Source: an optimization exercise on an open RTL-to-GDS flow (aim: small area). Production flows keep margins and buffers that such runs may drop. Function was checked by simulation only, so behaviour that the tests miss may differ from the original. No driver is modelled on the clock port, so clocking that relies on it looks cheaper here than on a real chip. No activity file was given, so power comes from the tool's default toggle rates.

==> flow/config.mk <==
export PLATFORM = sky130hd
export DESIGN_NAME = top
export DESIGN_NICKNAME = top
export VERILOG_FILES = /design/flow/design.v
export SDC_FILE = /design/flow/constraint.sdc
export NUM_CORES = 4
export LEC_CHECK = 0
export CAP_MARGIN = 20
export CORE_MARGIN = 2
export CORE_UTILIZATION = 40
export SLEW_MARGIN = 20
==> flow/constraint.sdc <==
create_clock -name core_clock -period 10.0 [get_ports {clk}]
set_input_delay 2.0000 -clock core_clock [delete_from_list [all_inputs] [get_ports {clk}]]
set_output_delay 2.0000 -clock core_clock [all_outputs]
set_load 0.01 [all_outputs]
==> flow/design.v <==
`timescale 1ns / 1ps
`timescale 1ns / 1ps
module vga(
	input de,
	input [7:0]color,
	output [2:0]vgaRed,
	output [2:0]vgaGreen,
	output [1:0]vgaBlue
);
	assign vgaRed = de ? color[2:0] : 3'd0;
	assign vgaGreen = de ? color[5:3] : 3'd0;
	assign vgaBlue = de ? color[7:6] : 2'd0;
endmodule
`timescale 1ns / 1ps
module mouse(
	input clk,
	input rst,
	input PS2C_act,
	input PS2D,
	output [9:0]x,
	output [7:0]y,
	output reg btnl
);
	function automatic [15:0] addc(input [15:0] a, input [15:0] b, input ci);
		integer i;
		reg c;
		begin
			c = ci;
			for(i = 0; i < 16; i = i + 1) begin
				addc[i] = a[i] ^ b[i] ^ c;
				c = (a[i] & b[i]) | (c & (a[i] ^ b[i]));
			end
		end
	endfunction
	function automatic ltu(input [15:0] a, input [15:0] b);
		integer i;
		reg br;
		begin
			br = 0;
			for(i = 0; i < 16; i = i + 1)
				br = (~a[i] & b[i]) | (~(a[i] ^ b[i]) & br);
			ltu = br;
		end
	endfunction
	localparam WAIT = 3'd5;
	reg PS2C;
	always@(posedge clk) PS2C <= PS2C_act;
	reg oldps2c;
	always@(posedge clk) oldps2c <= PS2C;
	reg [9:0]x_q;
	reg [7:0]y_q;
	assign x = x_q ^ 10'd349;
	assign y = y_q ^ 8'd114;
	reg [7:0]idlec_q;
	wire [7:0]idlec = idlec_q ^ 8'd1;
	wire iz7 = (idlec[6:0] == 0);
	wire idle = iz7 & ~idlec[7];
	always@(posedge clk or posedge rst) begin
		if(rst) idlec_q <= 0;
		else if(~PS2C) idlec_q <= 0;
		else idlec_q <= {idlec[6:0], (idlec[7] ^ idlec[5] ^ idlec[4] ^ idlec[3]) & ~iz7} ^ 8'd1;
	end
	reg [2:0]state_q;
	wire [2:0]state = state_q ^ WAIT;
	reg [3:0]step;
	reg [15:0]mv;    
	wire fall = oldps2c & ~PS2C;
	wire inbyte = (state != 0) && (state != WAIT);
	always@(posedge clk)
		if(fall && (state == 2 || state == 3) && ~step[3]) mv <= {PS2D, mv[15:1]};
	always@(posedge clk)
		if(fall && (state == 0 ? ~PS2D : inbyte))
			step <= (state == 0 || step == 10) ? 4'd0 : step + 4'd1;
	wire [10:0]sx = addc(x, {{8{mv[7]}}, mv[7:0]}, 1'b0);
	wire [10:0]sy = addc(y, ~{{8{mv[15]}}, mv[15:8]}, 1'b1);
	always@(posedge clk or posedge rst) begin
		if(rst) begin
			btnl <= 0;
			x_q <= 0;
			y_q <= 0;
			state_q <= 0;
		end
		else if(idle && PS2C) state_q <= WAIT;
		else if(fall) begin
			if(state == 0) begin
				if(~PS2D) state_q <= 3'd1 ^ WAIT;
			end
			else if(inbyte) begin
				if(state == 1 && step == 0) btnl <= PS2D;
				if(step == 10) state_q <= (state + 3'd1) ^ WAIT;
				if(state == 4 && step == 0) begin
					x_q <= (sx[10] ? 10'd0 : ~ltu(sx, 699) ? 10'd698 : sx[9:0]) ^ 10'd349;
					y_q <= ((sy[10] || ltu(sy, 50)) ? 8'd50 : ~ltu(sy, 229) ? 8'd228 : sy[7:0]) ^ 8'd114;
				end
			end
		end
	end
endmodule
`timescale 1ns / 1ps
module display(
	input [1:0]c,
	input [3:0]num3,
	input [3:0]num2,
	input [3:0]num1,
	input [3:0]num0,
	output [3:0]an,
	output reg [6:0]seg
);
	wire [3:0]num;
	assign num = c[1] ? (c[0] ? num3 : num2) : (c[0] ? num1 : num0);
	assign an = ~(4'b0001 << c);
	always@(*) case(num)
		0: seg = 7'b1000000;
		1: seg = 7'b1111001;
		2: seg = 7'b0100100;
		3: seg = 7'b0110000;
		4: seg = 7'b0011001;
		5: seg = 7'b0010010;
		6: seg = 7'b0000010;
		7: seg = 7'b1111000;
		8: seg = 7'b0000000;
		9: seg = 7'b0010000;
		10:seg = 7'b0001000;
		11:seg = 7'b0000011;
		12:seg = 7'b1000110;
		13:seg = 7'b0100001;
		14:seg = 7'b0000110;
		15:seg = 7'b0001110;
	endcase
endmodule
`timescale 1ns / 1ps
module top(
	input clk,
	input rst,
	output [2:0]vgaRed,
	output [2:0]vgaGreen,
	output [1:0]vgaBlue,
	output vgaHsync,
	output vgaVsync,
	output MemOE,
	output MemWR,
	output FlashRp,
	output FlashCS,
	output [23:1]MemAdr,
	input [15:0]MemDB,
	input [7:0]sw,
	input [3:0]btn,
	output [7:0]led,
	input PS2C,
	input PS2D,
	output [3:0]an,
	output [6:0]seg
);
	function automatic [15:0] addc(input [15:0] a, input [15:0] b, input ci);
		integer i;
		reg c;
		begin
			c = ci;
			for(i = 0; i < 16; i = i + 1) begin
				addc[i] = a[i] ^ b[i] ^ c;
				c = (a[i] & b[i]) | (c & (a[i] ^ b[i]));
			end
		end
	endfunction
	function automatic ltu(input [15:0] a, input [15:0] b);
		integer i;
		reg br;
		begin
			br = 0;
			for(i = 0; i < 16; i = i + 1)
				br = (~a[i] & b[i]) | (~(a[i] ^ b[i]) & br);
			ltu = br;
		end
	endfunction
	parameter E1L = 38;
	parameter E1R = 55;
	parameter E1T = 145;
	parameter E1B = 205;
	parameter E2L = 230;
	parameter E2R = 259;
	parameter E2T = 168;
	parameter E2B = 233;
	parameter E3L = 362;
	parameter E3R = 383;
	parameter E3T = 162;
	parameter E3B = 237;
	parameter E4L = 466;
	parameter E4R = 488;
	parameter E4T = 99;
	parameter E4B = 146;
	localparam [12:0] TOFF = 13'd8153;
	localparam [12:0] V_RST = 13'd0 - TOFF;
	reg [12:0]v_q;
	wire [12:0]v = v_q ^ V_RST;
	always@(posedge clk or posedge rst) begin
		if(rst) v_q <= 0;
		else v_q <= (v + 13'd1) ^ V_RST;
	end
	wire vgaen = v[0];
	reg [4:0]hp5_q;
	wire [4:0]hp5 = hp5_q ^ 5'd27;
	wire [9:0]hc = {hp5, v[5:1]};
	wire lineend = vgaen && hp5 == 5'd20 && v[5:1] == 5'd18;    
	always@(posedge clk or posedge rst) begin
		if(rst) hp5_q <= 0;
		else if(lineend) hp5_q <= 0;
		else if(v[5:0] == 6'd63) hp5_q <= (hp5 + 5'd1) ^ 5'd27;
	end
	reg [9:0]rv_q;
	wire [9:0]rv = rv_q ^ 10'd993;
	always@(posedge clk or posedge rst) begin
		if(rst) rv_q <= 0;
		else if(lineend) rv_q <= (rv == 10'd489) ? 10'd0 : (rv + 10'd1) ^ 10'd993;
	end
	wire [8:0]row = rv[8:0];
	assign vgaHsync = ~(~ltu(hc, 883) && ltu(hc, 979));
	assign vgaVsync = ~(rv == 10'd993 || rv == 10'd994);
	wire de = ltu(rv, 480) && ~ltu(hc, 3) && ltu(hc, 643);
	localparam [12:0] V_T1 = 13'd1 - TOFF;
	wire tick_recoil = (v[7:0] == V_T1[7:0]);      
	wire tick_hp = (v[8:0] == V_RST[8:0]);         
	wire tick_enemy = (v == V_RST);                
	wire [9:0]x;
	wire [7:0]my;
	wire btnl;
	mouse mymouse(clk, rst, PS2C, PS2D, x, my, btnl);
	reg [3:0]score3;
	reg [3:0]score2;
	reg [3:0]score1;
	reg [3:0]score0;
	localparam [14:0] DL_END = 15'd21978;
	reg [14:0]dl_q;
	wire [14:0]dl = dl_q ^ DL_END;
	wire dl_end = (dl_q == 0);
	always@(posedge clk or posedge rst) begin
		if(rst) dl_q <= 0;
		else dl_q <= {dl[13:0], dl[14] ^ dl[13] ^ dl_end} ^ DL_END;
	end
	reg [1:0]c;
	always@(posedge clk or posedge rst) begin
		if(rst) c <= 0;
		else if(dl_end) c <= c + 2'd1;
	end
	display scoredisplay(c, score3, score2, score1, score0, an, seg);
	reg [6:0]yoffset;
	wire [7:0]y;
	assign y = addc(my, ~{9'd0, yoffset}, 1'b1);
	reg [3:0]ammo_q;
	wire [3:0]ammo = ammo_q ^ 4'd8;
	wire [15:0]ledsh = 16'hff << (4'd8 - ammo);
	assign led = ledsh[7:0];
	reg [6:0]hp4_q;
	wire [6:0]hp4 = hp4_q ^ 7'd104;
	reg [3:0]enemy;
	assign MemOE = 0;
	assign MemWR = 0;
	assign FlashRp = 1;
	assign FlashCS = 0;
	reg [20:1]adr;
	reg pic;
	assign MemAdr = {2'b00, pic, adr};
	reg [15:0]cachebg;
	wire fetch = vgaen && ~v[1];
	wire [9:0]ysum = addc(y, row, 1'b0);
	wire [9:0]alo = addc(hc[9:1], x[9:1], 1'b0);           
	wire [10:0]sum = {alo, x[0]};               
	wire picture = (hc[9:2] == 0) ? enemy[0] :
		ltu(sum, 453) ? enemy[0] :
		ltu(sum, 613) ? enemy[1] :
		ltu(sum, 733) ? enemy[2] :
		ltu(sum, 993) ? enemy[3] : enemy[0];
	always@(posedge clk or posedge rst) begin
		if(rst) begin
			adr <= 0;
			pic <= 0;
		end
		else if(fetch) begin
			adr <= {ysum, alo};
			pic <= picture;
		end
	end
	always@(posedge clk) if(fetch) cachebg <= MemDB;
	wire [7:0]background = hc[0] ? cachebg[7:0] : cachebg[15:8];
	wire hud_w = (hc == 10'd323 && ~ltu(rv, 237) && ltu(rv, 244)) ||
		(rv == 10'd240 && ~ltu(hc, 320) && ltu(hc, 327));
	wire hud_b = (hc == 10'd323 && ~ltu(rv, 230) && ltu(rv, 251)) ||
		(rv == 10'd240 && ~ltu(hc, 313) && ltu(hc, 334));
	wire hpbar = ~ltu(rv, 465) && ltu(rv, 475) && ~ltu(hc, 9) && ~ltu({hp4, 1'b0}, hc);
	wire ammobar = ~ltu(hc, 608) && ltu(hc, 638) && ltu(rv, 475) &&
		ammo_rows;
	wire [5:0]ammo_sum = addc(row[8:4], ammo, ~ltu(row[3:0], 11));
	wire ammo_rows = ammo_sum[5] | (&ammo_sum[4:1]);
	wire theend = (hp4 == 7'd4);
	wire c_r1 = theend | hud_w | (~hud_b & (hpbar | ammobar));
	wire c_rb = ~hud_b;
	wire c_g1 = ~theend & (hud_w | (~hud_b & ~hpbar & ammobar));
	wire c_gb = ~theend & ~hud_b & ~hpbar;
	wire c_b1 = ~theend & hud_w;
	wire c_bb = ~theend & ~hud_b & ~hpbar & ~ammobar;
	wire [7:0]color;
	assign color[2:0] = {3{c_r1}} | ({3{c_rb}} & background[2:0]);
	assign color[5:3] = {3{c_g1}} | ({3{c_gb}} & background[5:3]);
	assign color[7:6] = {2{c_b1}} | ({2{c_bb}} & background[7:6]);
	vga myvga(de, color, vgaRed, vgaGreen, vgaBlue);
	reg [7:0]shoot;
	wire shot = (shoot == 8'h01);
	reg [12:0]reload;
	wire rz12 = (reload[11:0] == 0);
	wire reloading = ~rz12 | reload[12];
	wire reload_end = rz12 & reload[12];
	wire reload_start = shot && (ammo == 1);
	wire reload_fb = (reload[12] ^ reload[3] ^ reload[2] ^ reload[0] ^ rz12) & (reloading | reload_start);
	always@(posedge clk) begin
		if(btnl) shoot <= {shoot[6:0], shoot[7] ^ shoot[5] ^ shoot[4] ^ shoot[3] ^ (shoot[6:0] == 0)};
		else shoot <= 8'h00;
	end
	wire fire = ~reloading && shot;
	always@(posedge clk or posedge rst) begin
		if(rst) begin
			ammo_q <= 0;
			reload <= 0;
			yoffset <= 0;
		end
		else begin
			if(reload_end) ammo_q <= 0;
			reload <= {reload[11:0], reload_fb};
			if(fire) ammo_q <= (ammo - 4'd1) ^ 4'd8;
			yoffset <= addc(yoffset, fire ? 7'd5 : {7{tick_recoil && yoffset != 0}}, 1'b0);
		end
	end
	wire [2:0]enemycount = {2'b00, enemy[0]} + {2'b00, enemy[1]} + {2'b00, enemy[2]} + {2'b00, enemy[3]};
	wire h1 = enemy[0] && ~ltu(x, E1L) && ltu(x, E1R) && ~ltu(y, E1T) && ltu(y, E1B);
	wire h2 = enemy[1] && ~ltu(x, E2L) && ltu(x, E2R) && ~ltu(y, E2T) && ltu(y, E2B);
	wire h3 = enemy[2] && ~ltu(x, E3L) && ltu(x, E3R) && ~ltu(y, E3T) && ltu(y, E3B);
	wire h4 = enemy[3] && ~ltu(x, E4L) && ltu(x, E4R) && ~ltu(y, E4T) && ltu(y, E4B);
	wire hit = h1 | h2 | h3 | h4;
	function automatic [3:0] bcdtog(input [3:0] q);
		bcdtog = {q[0] & (q[3] | (q[2] & q[1])), q[1] & q[0], q[0] & ~q[3], 1'b1};
	endfunction
	wire sc_c0 = fire & hit;
	wire sc_c1 = sc_c0 & score0[3] & score0[0];
	wire sc_c2 = sc_c1 & score1[3] & score1[0];
	wire sc_c3 = sc_c2 & score2[3] & score2[0];
	wire [3:0]sc_t0 = sc_c0 ? bcdtog(score0) : 4'd0;
	wire [3:0]sc_t1 = sc_c1 ? bcdtog(score1) : 4'd0;
	wire [3:0]sc_t2 = sc_c2 ? bcdtog(score2) : 4'd0;
	wire [3:0]sc_t3 = sc_c3 ? {&score3[2:0], &score3[1:0], score3[0], 1'b1} : 4'd0;
	always@(posedge clk or posedge rst) begin
		if(rst) begin
			enemy <= 0;
			hp4_q <= 0;
			score3 <= 0;
			score2 <= 0;
			score1 <= 0;
			score0 <= 0;
		end
		else begin
			score0 <= score0 ^ sc_t0;
			score1 <= score1 ^ sc_t1;
			score2 <= score2 ^ sc_t2;
			score3 <= score3 ^ sc_t3;
			if(fire) begin
				if(h1) enemy[0] <= 0;
				else if(h2) enemy[1] <= 0;
				else if(h3) enemy[2] <= 0;
				else if(h4) enemy[3] <= 0;
			end
			else if(tick_enemy) enemy[{x[0]^hp4[0], y[0]^ammo[0]}] <= 1;
			if(tick_hp) begin
				if(ltu(hp4, enemycount + 7'd4)) hp4_q <= 7'd4 ^ 7'd104;
				else if(~(sw[7])) hp4_q <= addc(hp4, ~{13'd0, enemycount}, 1'b1) ^ 7'd104;
			end
		end
	end
endmodule
==> flow/flow/run.sh <==
#!/bin/bash
# Layout flow: the standard ORFS flow (standard.sh) with
#  - synthesis: the standard script (synth_recipe.tcl) with full-adder
#    extraction off and area-oriented ABC scripts (flow/synth.tcl,
#    flow/area*.abc); registers are mapped exactly as in the standard
#    synthesis;
#  - port buffers: buf_1;
#  - clock tree: clkbuf_8, no dummy loads; after CTS, a clock buffer with
#    more than 15 loads becomes clkbuf_16 (flow/post_cts.tcl).
# Each ORFS step logs to orfs/logs/; make's own output goes to make_*.log.
set -euo pipefail
W=$(pwd)
bash standard.sh SYNTH_SCRIPT="$W/flow/synth.tcl" ADDER_MAP_FILE= \
  BUFFER_PORTS_ARGS="-buffer_cell sky130_fd_sc_hd__buf_1" \
  CTS_ARGS="-sink_clustering_enable -repair_clock_nets -buf_list sky130_fd_sc_hd__clkbuf_8 -dont_use_dummy_load" \
  POST_CTS_TCL="$W/flow/post_cts.tcl" \
  finish > make_finish.log 2>&1
==> flow/flow/area1.abc <==
strash
&get -n
&deepsyn -T 25 -S 1
&put
dch -f
amap
topo
dnsize -c
==> flow/flow/area2.abc <==
strash
&get -n
&deepsyn -T 25 -S 2
&put
dch -f
amap
topo
dnsize -c
==> flow/flow/area3.abc <==
strash
&get -n
&deepsyn -T 25 -S 3
&put
dch -f
amap
topo
dnsize -c
==> flow/flow/area4.abc <==
strash
&get -n
&deepsyn -T 25 -S 4
&put
dch -f
amap
topo
dnsize -c
==> flow/flow/post_cts.tcl <==
# After CTS: a clock buffer that drives more than 15 pins is given the
# stronger clkbuf_16, to keep the slew at the flip-flop clock pins low.
set db [ord::get_db]
set big [$db findMaster sky130_fd_sc_hd__clkbuf_16]
set n 0
foreach inst [[ord::get_db_block] getInsts] {
  if {[[$inst getMaster] getName] ne "sky130_fd_sc_hd__clkbuf_8"} { continue }
  set out [$inst findITerm X]
  set net [$out getNet]
  if {$net eq "NULL"} { continue }
  set loads [expr {[llength [$net getITerms]] - 1}]
  if {$loads > 15} {
    $inst swapMaster $big
    incr n
  }
}
puts "post_cts: upsized $n clock buffers"
if {$n > 0} {
  detailed_placement
  check_placement -verbose
  estimate_parasitics -placement
}
==> flow/flow/synth.tcl <==
# The standard synthesis script (synth_recipe.tcl), with ABC run on an
# area-oriented script instead of ORFS's speed script. The area script's
# &deepsyn is randomised: it is run with seeds 1..4 and the smallest
# mapping is kept. Registers are untouched (ABC maps only the logic).
set ::area_abc_dir [file dirname [file normalize [info script]]]
proc abc {args} {
  set i [lsearch $args -script]
  set lib [lindex $args [expr {[lsearch $args -liberty] + 1}]]
  set tmp $::env(OBJECTS_DIR)/abc_area_stat.txt
  design -save my_pre_abc
  set best_area 1e30
  foreach seed {1 2 3 4} {
    design -load my_pre_abc
    set a $args
    lset a [expr {$i + 1}] $::area_abc_dir/area$seed.abc
    yosys abc {*}$a
    tee -q -o $tmp stat -liberty $lib
    set f [open $tmp r]
    set area 1e30
    regexp {Chip area for module[^:]*:\s*([0-9.]+)} [read $f] -> area
    close $f
    puts "area script seed $seed: $area"
    if {$area < $best_area} {
      set best_area $area
      design -save my_best_abc
    }
  }
  design -load my_best_abc
  puts "area script: kept $best_area"
}
source [file join [file dirname $::area_abc_dir] synth_recipe.tcl]
==> flow/standard.sh <==
#!/bin/bash
# synth_recipe.tcl (not shown) runs the flow's synth.tcl, then flattens the netlist and writes it again
# the make line also repeats each setting of config.mk as NAME=value (left out here)
make -C /OpenROAD-flow-scripts/flow DESIGN_CONFIG=/design/flow/config.mk WORK_HOME=/design/flow/orfs CLKGATE_MAP_FILE= SYNTH_SCRIPT=/design/flow/synth_recipe.tcl "${@:-finish}"
==> summary.txt, run 1 <==
hold_sp reload[6]$_DFF_PP0_; drt total wl 22100 um; syn avg cell area 8.72 sq um; YS warnings 3; initial antenna violation count 0; crit end category output pin; final period utilization 54.6%; post-route insts no fill 1494; Vias 7961; P&R area growth vs syn 10.3%; post-synthesis register bit count 193; setup violation total in the final timing report 0; Starting Density 40.6%; die area 0.0249 sq mm; GRT overflow 0; EDFF count, synth 36; port bufs 70; top sig layer met4; status no timing/DRC/antenna violations; RSZ-0062 raised after global routing false; initial drt markers 532; worst-skew pair later-pin latency 0.40 ns; Peak supply drop 0.103 mV; # Max-Cap Violations 0; total negative setup slack 0 ns; drt pass-1 iters 5; Final #Nets 1209; mapped cell area 0.00947 sq mm; top cell type's share of synthesized area 38.8%; row cnt 56; Mapped Cells 1086; critical path class reg2out; Post-synth top cells 207 x nor2_1, 147 x dfrtp_1, 145 x clkinv_1, 97 x nand2_1, 82 x o21ai_0; Clock Sinks 193; cell taking the most area after synthesis dfrtp_1; Worst-path clk slew 0.07 ns; hold slack final 0.367 ns; WL met3 1060 um; Slew headroom 45.9%; GRT Total Usage 18.4%; count leader, synth nor2_1; ANT cells 0; Hold Vio Cnt, Final 0; fin util 44.8%; Die Y 158 um; core area 0.0233 sq mm; Max Freq 183 MHz; DRT met1 WL 10600 um; Setup crit start kind flop; detail-routed via count per cell 5.33; wire per inst 14.8 um; Synth cell types 50; reg2reg start mymouse.y_q[1]$_DFFE_PP0P_; Fillers 2292; GP Congestion 0.876; clock skew 0.0270 ns; share of cells above drive strength 1 2.21%; worst-margin pin slew 0.811 ns; Hold Crit Class reg2reg; Top FF cell, synth dfrtp_1; I/O pins 88; Die X 158 um; fin crit period 5.46 ns; CTS tree yes; global-route wire length before repair 36300 um; Cell Pwr Density 215 mW/mm^2; vias in the first global route 7428; Async S/R FF share, synth 76.2%; crit-path max FO 5; Post-DRT Antenna Nets 0; DRC Markers 0; top cells by area, synth dfrtp_1 39%, edfxtp_1 11%, nor2_1 8.2%, clkinv_1 5.7%, o21ai_0 4.3%; Arr. time, crit path 3.46 ns; fin. max-slew vios 0; Lkg Pwr 4.10 nW; WL met2 10100 um; Total Power 2.24 mW; Worst Path Required 8.00 ns; crit path from rv_q[1]$_DFFE_PP0P_; sequential fraction of the synthesis area 52.4%; hpwl dp 16800 um; largest net degree at the start of global routing 87; dpl cells 1477
layout by cell type, fill, tap and decap left out, types with 5 or more instances in the layout:
cell type    n
o21ai_0     82
conb_1       6
a22oi_1     25
nor2_1     206
o22ai_1     32
nor3_1      33
nand2_1     97
nor4_1       9
or4_1       10
buf_1       70
clkbuf_8    12
clkinv_1   144
buf_4        5
o32ai_1      6
nand3_1     13
a21oi_1     68
o32a_1       6
o21a_1      22
o221a_1      5
o221ai_1    14
clkbuf_16    5
a221o_1      6
or3_1        6
dfrtp_1    147
a211oi_1     9
and2_0       8
dfxtp_1     10
nor2b_1     12
or2_0        7
edfxtp_1    36
a31oi_1      8
and3_1       6
registers in the layout (all words and copies together) (netlist names), 5 cells and up:
name,flops
shoot,8
mymouse.mv,16
cachebg,16
mymouse.idlec_q,8
yoffset,7
v_q,13
rv_q,10
mymouse.x_q,10
adr,20
hp4_q,7
hp5_q,5
dl_q,15
reload,13
mymouse.y_q,8
per-stage QoR:
stage	instance area (sq um)	worst slack (ns)
2_1_floorplan	9490	5.40
3_3_place_gp	10200	5.00
3_5_place_dp	10200	4.93
5_1_grt	10400	4.13
6_report	10400	4.54
path summary, 6_finish.rpt:
kind / end / slack [ns] / cells past startpoint
worst max-delay path: vgaBlue[0] / 4.54 / 15
worst min-delay path: reload[7]$_DFF_PP0_ / 0.37 / 0
worst max register to register: score3[3]$_DFF_PP0_ / 4.93 / 22
worst min register to register: reload[7]$_DFF_PP0_ / 0.37 / 0
max in group asynchronous: mymouse.y_q[7]$_DFFE_PP0P_ / 6.93 / 3
min in group asynchronous: dl_q[9]$_DFF_PP0_ / 1.75 / 2
area by class of cell:
cell class                 instances  area [sq um]  share of cell area, %
clock buffer                      17           290                   2.78
inverter                         145           549                   5.26
multi-input combinational        745          3950                   37.8
sequential                       193          4960                   47.5
tap                              319           399                   3.82
timing repair buffer              75           300                   2.87
report_power, final:
part / switching [mW] / internal [mW]
Combinational: 0.526 / 0.277
Sequential: 0.0953 / 0.910
Clock: 0.240 / 0.196
layer usage:
layer / vias up / global-route usage (%)
met3: 30 / 3.64
li1: 4046 / -
met4: 0 / 5.54
met5: - / 0
met1: 3702 / 25.0
met2: 183 / 29.6
worst max-delay path, stage by stage, from the launching register on:
cell and delay (ns):
dfrtp_1 0.41, clkinv_1 0.12, o21ai_0 0.25, nand2_1 0.13
nor2_1 0.18, o22ai_1 0.17, nor3_1 0.29, nor3_1 0.08
nor3_1 0.18, a21oi_1 0.06, nor3_1 0.32, o31ai_1 0.23
nor2b_1 0.20, o221a_1 0.12, or2_0 0.21, buf_1 0.13
logic make-up (layout without fill, tap and decap cells):
logic type | count (synthesis) | count (layout) | share of synthesized area (%)
other cells | 2 | 6 | 0.0793
flops | 193 | 193 | 52.4
buf+inv | 152 | 237 | 6.30
simple gates | 418 | 418 | 19.1
compound gates | 321 | 321 | 22.1
==> inputs of run 2 (changes only) <==
--- a/flow/flow/run.sh
+++ b/flow/flow/run.sh
@@ -14,3 +14,3 @@
   BUFFER_PORTS_ARGS="-buffer_cell sky130_fd_sc_hd__buf_1" \
-  CTS_ARGS="-sink_clustering_enable -repair_clock_nets -buf_list sky130_fd_sc_hd__clkbuf_8 -dont_use_dummy_load" \
+  CTS_ARGS="-repair_clock_nets -buf_list sky130_fd_sc_hd__clkbuf_8 -dont_use_dummy_load" \
   POST_CTS_TCL="$W/flow/post_cts.tcl" \
==> run 2 against run 1 <==
Effect of this change:
- first-iteration DRC count unchanged
- critical endpoint unchanged
- register-to-register slack hardly changed
- critical path type unchanged
- still clean on timing, DRC and antenna
- design area stayed put
==> summary.txt, run 2 <==
status no timing/DRC/antenna violations; Mapped Cells 1086 (unchanged); GP Congestion 0.876 (unchanged); Final #Nets 1209 (unchanged); Vias 7961 (unchanged); setup violation total in the final timing report 0 (unchanged); initial drt markers 532 (unchanged); total negative setup slack 0 ns (unchanged); initial antenna violation count 0 (unchanged); end point of the critical path vgaBlue[0]; cell taking the most area after synthesis dfrtp_1; most common cell after layout, fill and taps aside nor2_1; post-synthesis register bit count 193 (unchanged); Max Freq 183 MHz (unchanged); largest net degree at the start of global routing 87 (unchanged); reg2reg start mymouse.y_q[1]$_DFFE_PP0P_; CTS tree yes; GRT overflow 0 (unchanged); Hold Crit Class reg2reg; count leader, synth nor2_1; DRC Markers 0 (unchanged); reg2reg end score3[3]$_DFF_PP0_; biggest regs adr x20, cachebg x16, mymouse.mv x16; Synth cell types 50 (unchanged); Hold Vio Cnt, Final 0 (unchanged); Clock Sinks 193 (unchanged); crit path from rv_q[1]$_DFFE_PP0P_; Post-synth top cells 207 x nor2_1, 147 x dfrtp_1, 145 x clkinv_1, 97 x nand2_1, 82 x o21ai_0; Post-DRT Antenna Nets 0 (unchanged); crit end category output pin; dpl cell area 0.0102 sq mm (unchanged); top cell type's share of synthesized area 38.8% (unchanged); wire per inst 14.8 um (unchanged); Setup crit start kind flop; Worst-path clk slew 0.07 ns (about the same); row cnt 56 (unchanged); Die Y 158 um (unchanged); fin crit period 5.46 ns (unchanged); cell area after layout 0.0104 sq mm (unchanged); detail-routed via count per cell 5.33 (unchanged); crit-path max FO 5 (unchanged); Fillers 2292 (unchanged); Cell Pwr Density 215 mW/mm^2 (unchanged); GRT Total Usage 18.4% (unchanged); P&R area growth vs syn 10.3% (unchanged); port bufs 70 (unchanged); I/O pins 88 (unchanged); EDFF count, synth 36 (unchanged); area of the multi-input gates 0.00395 sq mm (unchanged); worst reg2reg setup slack 4.93 ns (about the same); syn avg cell area 8.72 sq um (unchanged); Largest Register adr; Die X 158 um (unchanged); top cells by area, synth dfrtp_1 39%, edfxtp_1 11%, nor2_1 8.2%, clkinv_1 5.7%, o21ai_0 4.3%; Lkg Pwr 4.10 nW (unchanged); sequential fraction of the synthesis area 52.4% (unchanged); Async S/R FF share, synth 76.2% (unchanged); commonest cells after routing, fill and taps aside 206 x nor2_1, 147 x dfrtp_1, 144 x clkinv_1, 97 x nand2_1, 82 x o21ai_0; critical path class reg2out; worst-margin pin slew 0.811 ns (unchanged); worst-skew pair later-pin latency 0.40 ns (about the same); Peak supply drop 0.103 mV (unchanged); core area 0.0233 sq mm (unchanged); drt pass-1 iters 5 (unchanged); die area 0.0249 sq mm (unchanged); hold slack final 0.367 ns (unchanged); YS warnings 3 (unchanged); Worst Path Required 8.00 ns (about the same); Top FF cell, synth dfrtp_1; drt total wl 22100 um (unchanged); vias in the first global route 7428 (unchanged); mapped cell area 0.00947 sq mm (unchanged); Arr. time, crit path 3.46 ns (about the same); final period utilization 54.6% (unchanged); clock skew 0.0270 ns (unchanged); path depth of the worst reg2reg path 22 (unchanged); share of cells above drive strength 1 2.21% (unchanged); ANT cells 0 (unchanged); # Max-Cap Violations 0 (unchanged); hpwl dp 16800 um (unchanged); global-route wire length before repair 36300 um (unchanged); Slew headroom 45.9% (unchanged); register area 0.00496 sq mm (unchanged); max reg flops 20 (unchanged); RSZ-0062 raised after global routing false; Starting Density 40.6% (unchanged); Total Power 2.24 mW (unchanged); fin. max-slew vios 0 (unchanged)
[run 2: routing by layer]
| layer | wire length (um) | up-vias | GRT usage (%) |
|---|---|---|---|
| li1 | - | 4046 | - |
| met3 | 1060 | 30 | 3.64 |
| met4 | 408 | 0 | 5.54 |
| met2 | 10100 | 183 | 29.6 |
| met5 | 0 | - | 0 |
| met1 | 10600 | 3702 | 25.0 |
[run 2: critical path, cell delays in order, from the launching register on]
cell and delay (ns):
dfrtp_1 0.41, clkinv_1 0.12, o21ai_0 0.25, nand2_1 0.13
nor2_1 0.18, o22ai_1 0.17, nor3_1 0.29, nor3_1 0.08
nor3_1 0.18, a21oi_1 0.06, nor3_1 0.32, o31ai_1 0.23
nor2b_1 0.20, o221a_1 0.12, or2_0 0.21, buf_1 0.13
[run 2: cell families after synthesis]
logic type,after synthesis,synth area share [%]
DFF,193,52.4
AOI/OAI and AO/OA,321,22.1
other,2,0.0793
buffers and inverters,152,6.30
and+or+nand+nor,418,19.1
[run 2: how the worst min path moves through the flow]
stage	start	end	slack, ns	depth (start not counted)
2_1_floorplan	reload[10]$_DFF_PP0_	reload[11]$_DFF_PP0_	0.35	0
3_3_place_gp	reload[10]$_DFF_PP0_	reload[11]$_DFF_PP0_	0.35	0
3_5_place_dp	reload[6]$_DFF_PP0_	reload[7]$_DFF_PP0_	0.35	0
5_1_grt	reload[10]$_DFF_PP0_	reload[11]$_DFF_PP0_	0.38	0
6_report	reload[6]$_DFF_PP0_	reload[7]$_DFF_PP0_	0.37	0
[run 2: area by class of cell]
| cell class | count | share of cell area [%] |
|---|---|---|
| clock buffer | 17 | 2.78 |
| inverter | 145 | 5.26 |
| multi-input combinational | 745 | 37.8 |
| sequential | 193 | 47.5 |
| tap | 319 | 3.82 |
| timing repair buffer | 75 | 2.87 |
[run 2: report_power, final]
group          internal (mW)  total, mW  switching (mW)  leakage (nW)
Combinational          0.277      0.803           0.526          1.70
Clock                  0.196      0.435           0.240         0.148
Sequential             0.910       1.00          0.0953          2.25
Total                   1.38       2.24           0.861          4.10
[run 2: through the flow]
step | setup WS, ns | util, % | instances
floorplan | 5.40 | - | 1090
global placement | 5.00 | 43.5 | 1477
detailed placement | 4.93 | 43.5 | 1477
global route | 4.13 | 44.8 | 1494
finish | 4.54 | 44.8 | 1494
==> inputs of run 3 (changes only) <==
--- a/flow/flow/run.sh
+++ b/flow/flow/run.sh
@@ -14,3 +14,3 @@
   BUFFER_PORTS_ARGS="-buffer_cell sky130_fd_sc_hd__buf_1" \
-  CTS_ARGS="-repair_clock_nets -buf_list sky130_fd_sc_hd__clkbuf_8 -dont_use_dummy_load" \
+  CTS_ARGS="-sink_clustering_enable -repair_clock_nets -buf_list sky130_fd_sc_hd__clkbuf_16 -sink_clustering_size 30 -sink_clustering_max_diameter 100 -sink_clustering_levels 1 -dont_use_dummy_load" \
   POST_CTS_TCL="$W/flow/post_cts.tcl" \
==> run 3 against run 2 <==
Effect of this change:
- via count grew 0.69%
- global-route usage grew 0.066 points
- core utilization grew 0.58 points
- non-clock buffer count is the same
- sequential cell count is the same
- design area grew 1.3%
- largest power group unchanged
- highest routed layer unchanged
==> summary.txt, run 3 <==
status no timing/DRC/antenna violations; reg2reg end score3[3]$_DFF_PP0_; max reg flops 20 (unchanged); GRT overflow 0 (unchanged); sequential fraction of the synthesis area 52.4% (unchanged); Clock Sinks 193 (unchanged); port bufs 70 (unchanged); Slew headroom 46.0% (about the same); top cells by area, synth dfrtp_1 39%, edfxtp_1 11%, nor2_1 8.2%, clkinv_1 5.7%, o21ai_0 4.3%; mapped cell area 0.00947 sq mm (unchanged); GRT Total Usage 18.4% (+0.066 points); Starting Density 40.6% (unchanged); dpl cells 1477 (unchanged); core area 0.0233 sq mm (unchanged); hold depth 0 (unchanged); largest net degree at the start of global routing 87 (unchanged); RSZ-0062 raised after global routing false; worst-margin pin slew 0.810 ns (-0.000614 ns); path depth of the worst reg2reg path 22 (unchanged); Mapped Cells 1086 (unchanged); Gate power share 34.0% (-1.8 points); setup violation total in the final timing report 0 (unchanged); Lkg Pwr 4.16 nW (+1.5%); Die X 158 um (unchanged); ANT cells 0 (unchanged); part of the power in registers 42.6% (-2.2 points); Hold Crit Class reg2reg; drt pass-1 iters 5 (unchanged); P&R area growth vs syn 11.7%; worst hold endpoint dl_q[4]$_DFF_PP0_; initial antenna violation count 0 (unchanged); row cnt 56 (unchanged); biggest regs adr x20, cachebg x16, mymouse.mv x16; Post-DRT Antenna Nets 0 (unchanged); cell taking the most area after synthesis dfrtp_1; syn avg cell area 8.72 sq um (unchanged); crit end category output pin; I/O pins 88 (unchanged); EDFF count, synth 36 (unchanged); Max Freq 181 MHz (-1.0%); register area 0.00496 sq mm (unchanged); drt total wl 22200 um (+0.44%); Clock Power Share 23.4% (+4.0 points); Worst Path Required 8.00 ns (about the same); CTS tree yes; Async S/R FF share, synth 76.2% (unchanged); wire per inst 14.9 um (+0.44%); area of the multi-input gates 0.00395 sq mm (unchanged); Post-synth top cells 207 x nor2_1, 147 x dfrtp_1, 145 x clkinv_1, 97 x nand2_1, 82 x o21ai_0; final period utilization 55.2% (+0.57 points); Setup crit start kind flop; Die Y 158 um (unchanged); count leader, synth nor2_1; global-route wire length before repair 36500 um (+0.38%); top cell type's share of synthesized area 38.8% (unchanged); worst-skew pair later-pin latency 0.44 ns (+0.04 ns); commonest cells after routing, fill and taps aside 206 x nor2_1, 147 x dfrtp_1, 144 x clkinv_1, 97 x nand2_1, 82 x o21ai_0; clock skew 0.0281 ns (+0.00107 ns); fin crit period 5.52 ns (+0.0567 ns); cell-internal power 1.48 mW (+7.3%); Worst-path clk slew 0.08 ns (about the same); Peak supply drop 0.128 mV (+24%); Final #Nets 1209 (unchanged); Synth cell types 50 (unchanged); die area 0.0249 sq mm (unchanged); most common cell after layout, fill and taps aside nor2_1; Cell Pwr Density 223 mW/mm^2 (+3.9%); Vias 8016 (+0.69%); DRC Markers 0 (unchanged); share of cells above drive strength 1 2.21% (unchanged); Hold Vio Cnt, Final 0 (unchanged); GP Congestion 0.876 (unchanged); Fillers 2276 (-0.70%); initial drt markers 515 (-3.2%); YS warnings 3 (unchanged); total negative setup slack 0 ns (unchanged); crit-path max FO 5 (unchanged); hpwl dp 16800 um (unchanged); # Max-Cap Violations 0 (unchanged); fin. max-slew vios 0 (unchanged); vias in the first global route 7450 (+0.30%); Largest Register adr; switching pwr 877 uW (+1.9%); post-synthesis register bit count 193 (unchanged); hold_sp dl_q[3]$_DFF_PP0_; Arr. time, crit path 3.52 ns (+0.06 ns); Top FF cell, synth dfrtp_1; post-route insts no fill 1494 (unchanged); reg2reg start mymouse.y_q[1]$_DFFE_PP0P_; worst reg2reg setup slack 4.91 ns (-0.02 ns); critical path class reg2out; switching portion of total power 37.2% (-1.2 points); detail-routed via count per cell 5.37 (+0.69%)
[run 3: metal layers]
layer / vias to the layer above / GRT usage [%] / wire, um
li1: 4044 / - / -
met1: 3759 / 25.0 / 10700
met2: 182 / 29.7 / 10100
met3: 31 / 3.61 / 1020
met4: 0 / 5.97 / 468
met5: - / 0 / 0
[run 3: layout make-up]
type / count / area share (%)
Inverter: 145 / 5.19
Tap cell: 319 / 3.77
Sequential cell: 193 / 46.9
Clock buffer: 17 / 4.02
Multi-Input combinational cell: 745 / 37.3
Timing Repair Buffer: 75 / 2.84
[run 3: how the worst max path moves through the flow]
| stage | startpoint | to | slack [ns] | cells after the start |
|---|---|---|---|---|
| after floorplan | rst | adr[10]$_DFFE_PP0P_ | 5.40 | 1 |
| after global placement | mymouse.y_q[1]$_DFFE_PP0P_ | score3[3]$_DFF_PP0_ | 5.00 | 22 |
| after detailed placement | mymouse.y_q[1]$_DFFE_PP0P_ | score3[3]$_DFF_PP0_ | 4.93 | 22 |
| after global routing | rv_q[1]$_DFFE_PP0P_ | vgaRed[0] | 4.12 | 14 |
| final | rv_q[1]$_DFFE_PP0P_ | vgaRed[1] | 4.48 | 14 |
[run 3: cells by family (layout without fill, tap and decap cells)]
group | count (synthesis) | after routing | share of synthesized area, %
AND/OR/NAND/NOR | 418 | 418 | 19.1
AO/OA/AOI/OAI | 321 | 321 | 22.1
flip-flops | 193 | 193 | 52.4
buffers and inverters | 152 | 237 | 6.30
other | 2 | 6 | 0.0793
[run 3: worst max-delay path, stage by stage, from the launching register on]
cell and delay, ns:
dfrtp_1 0.41, clkinv_1 0.12, o21ai_0 0.25, nand2_1 0.14, nor2_1 0.19, o22ai_1 0.17
nor3_1 0.29, nor3_1 0.08, nor3_1 0.18, a21oi_1 0.06, nor3_1 0.33, o31ai_1 0.23
a31oi_1 0.34, a221o_1 0.17, buf_1 0.15
[run 3: power groups by stage]
stage / registers, mW / clock network, mW / logic, mW
floorplan: 1.00 / 0 / 0.594
global placement: 1.02 / 0 / 0.789
detailed placement: 1.02 / 0 / 0.800
global route: 1.02 / 0.597 / 0.920
finish: 1.01 / 0.552 / 0.803
[run 3: through the flow]
step	util [%]	hold WS, ns	power, mW	instance area, sq um	worst slack [ns]
2_1_floorplan	-	0.346	1.60	9490	5.40
3_3_place_gp	43.5	0.351	1.81	10200	5.00
3_5_place_dp	43.5	0.352	1.82	10200	4.93
5_1_grt	45.4	0.362	2.54	10600	4.12
6_report	45.4	0.353	2.36	10600	4.48

==> what the ideal ports hide <==
No port has a modelled driver above. Below, the same layouts with a new extraction and two added sets of constraints. Step 1 (the two cells are an assumption about what drives the block):
set clk [get_ports {clk}]
set_driving_cell -lib_cell sky130_fd_sc_hd__clkbuf_16 $clk
set_driving_cell -lib_cell sky130_fd_sc_hd__buf_2 [delete_from_list [all_inputs] $clk]
Step 2 moves the port delays by t, midway between the first and last clock arrival at a register: inputs arrive t later, outputs are due t later. That takes back most of the time a late clock gives input paths. Three values: ideal, step 1, step 2; two values: the first two.
| run | shift t [ns] | slack for setup (ns) | slew at the worst register clock pin (ns) | worst data-port slew with drivers (ns) | pins driven straight from the clock port |
|---|---|---|---|---|---|
| run 1 | 0.429 | 4.536 / 4.491 / 4.920 | 0.08 / 0.08 | 0.04 | 1 |
| run 2 | 0.429 | 4.536 / 4.491 / 4.920 | 0.08 / 0.08 | 0.04 | 1 |
| run 3 | 0.472 | 4.479 / 4.430 / 4.902 | 0.08 / 0.08 | 0.04 | 1 |
After both steps setup and hold are still met in every run listed.
